This design comes from an exercise in tuning for small area, a short achievable clock period and few clock cycles per item on the open sky130 flow, not from production work. Function was checked by simulation only, so behaviour that the tests miss may differ from the original. No activity file was given, so power comes from the tool's default toggle rates.

Design ml_accel, start of the top module:
module ml_accel(
    input wire clk,
    input wire rst,
    input wire w_en,
    input wire r_en,
    input wire [5:0] addr,
    input wire [31:0] w_data,
    output reg [31:0] r_data,
    output reg done
    );
    reg [31:0] vec_a [0:3];
    reg [31:0] vec_b [0:3];
    reg [3:0] va, vb;           
    reg [31:0] diff;            
    reg [15:0] b_one, b_two, b_neg;  
    reg [31:0] acc_s, acc_c;    
    reg [31:0] result;          
    reg        res_ok;          
    wire [1:0] idx = addr[3:2];
    wire vec_wr = w_en && !addr[5] && addr[1:0] == 2'b00;
    wire start  = w_en && addr == 6'h20;
    wire [1:0] s_idx = addr[3:2] & {2{~addr[5]}};
    wire       s_b   = addr[4] & ~addr[5];
    wire [31:0] a_sel = vec_a[s_idx] & {32{va[s_idx]}};
    wire [31:0] b_sel = vec_b[s_idx] & {32{vb[s_idx]}};
    wire [31:0] old_v = s_b ? b_sel : a_sel;
    wire [31:0] oth_v = s_b ? a_sel : b_sel;
    wire [32:0] oth_x = {oth_v, 1'b0};
    wire [15:0] bo_v, bt_v, bn_v;
    genvar g;
    generate
        for (g = 0; g < 16; g = g + 1) begin : benc
            assign bo_v[g] = oth_x[2*g+1] ^ oth_x[2*g];
            assign bt_v[g] = (oth_x[2*g+2] & ~oth_x[2*g+1] & ~oth_x[2*g]) |
                             (~oth_x[2*g+2] & oth_x[2*g+1] & oth_x[2*g]);
            assign bn_v[g] = oth_x[2*g+2];
        end
    endgenerate
    wire [31:0] sum_s, sum_c;
    wire bo0 = b_one[0];
    wire bt0 = b_two[0];
    wire bn0 = b_neg[0];
    wire pp0_0 = (bo0 & diff[0]) ^ bn0;
    wire pp0_1 = ((bo0 & diff[1]) | (bt0 & diff[0])) ^ bn0;
  ...
Size in the first run: about 3000 cells after synthesis, ~440 flip-flops, roughly 75 I/O pins, ~30000 µm² of cells after synthesis.
export LEC_CHECK = 0
export ABC_AREA = 1
export CAP_MARGIN = 20
export CORE_MARGIN = 2
export CORE_UTILIZATION = 55
export CTS_BUF_LIST = sky130_fd_sc_hd__clkbuf_8 sky130_fd_sc_hd__clkbuf_16
export CTS_CLUSTER_DIAMETER = 80
export CTS_CLUSTER_SIZE = 30
export PLACE_DENSITY = 0.7
export SETUP_SLACK_MARGIN = 4.7
export SLEW_MARGIN = 20
export SYNTH_HIERARCHICAL = 1
export SYNTH_MINIMUM_KEEP_SIZE = 0
create_clock -name core_clock -period 10.0 [get_ports {clk}]
standard.sh (not shown) runs the stock make flow with config.mk's settings and CLKGATE_MAP_FILE= SYNTH_SCRIPT=/design/flow/synth_recipe.tcl, a recipe that flattens the netlist after the stock synthesis.
==> flow/flow/run.sh <==
#!/bin/bash
# Standard layout, with two changes to how cells are sized:
#  - the port buffers are buf_2 cells instead of the default (a delay-buffer
#    cell that timing repair cannot resize away);
#  - timing repair may resize a cell to one of a different width.
set -euo pipefail
export BUFFER_PORTS_ARGS="-buffer_cell sky130_fd_sc_hd__buf_2"
bash standard.sh MATCH_CELL_FOOTPRINT=0 finish > standard.log 2>&1
Testbench counts at the start, summed over its fixed seeds: cycles 30,962, items 4,000.
Then changed:
CORE_UTILIZATION = 40   (was 55)
PLACE_DENSITY = not set   (was 0.7)
SETUP_SLACK_MARGIN = 4.9   (was 4.7)
After rerunning: The changed run produced a clean layout. Worst setup slack improved by 0.16 ns. First-iteration DRC count is about the same. Cell area increases by 2.6%. Sequential cell count is unchanged. Clock power hardly moves.
Then changed:
CORE_UTILIZATION = 55   (was 40)
GPL_TIMING_DRIVEN = 0   (was not set)
PLACE_DENSITY = 0.7   (was not set)
SETUP_SLACK_MARGIN = 4.8   (was 4.9)
Final cell count is lower by a few percent.
Global-route usage is higher by 14 points.
Routed wire length is higher by about a fifth.
Die area is lower by a quarter to a third.
Critical path depth is higher by 3.
Via count is higher by a few percent.
Sequential cell count does not change.
Count of clock-buffer cells in the layout is higher by 2.
Then changed:
GPL_TIMING_DRIVEN = not set   (was 0)
SETUP_SLACK_MARGIN = 5   (was 4.8)
TNS_END_PERCENT = 10   (was not set)
After rerunning:
- count of clock-buffer cells in the layout came out lower by 2
- clock skew came out higher by 0.0059 ns
- cell area came out lower by 0.96%
- setup slack gains 0.084 ns

-- afterwards: timing with drivers on the ports --
In the flow no input, the clock included, has a driving cell. The finished layouts below were timed again as built, in two steps. Step 1: set_driving_cell puts a clkbuf_16 on clk and a buf_2 on each other input, an assumption about the parent block. Step 2, shift: input delay + t, output delay - t, t = (earliest + latest rising clock arrival at the registers) / 2. This alone moves slack from input paths to output paths. Slacks: no drivers / after step 1 / after step 2; pairs: no drivers / after step 1.
run	shift t [ns]	setup WS [ns]	worst setup path after step 2	worst data-port slew with drivers (ns)
the first run	0.664	4.748 / 4.691 / 4.412	input to register	0.10
the second run	0.682	4.907 / 4.877 / 4.481	input to register	0.08
the third run	0.691	4.852 / 4.852 / 4.344	input to register	0.07
the fourth run	0.672	4.936 / 4.884 / 4.483	input to register	0.09
After both steps setup and hold are still met in every run listed. For the third run, which loses most, drivers alone change the setup slack by 0.000 ns; drivers and shift together by -0.508 ns.
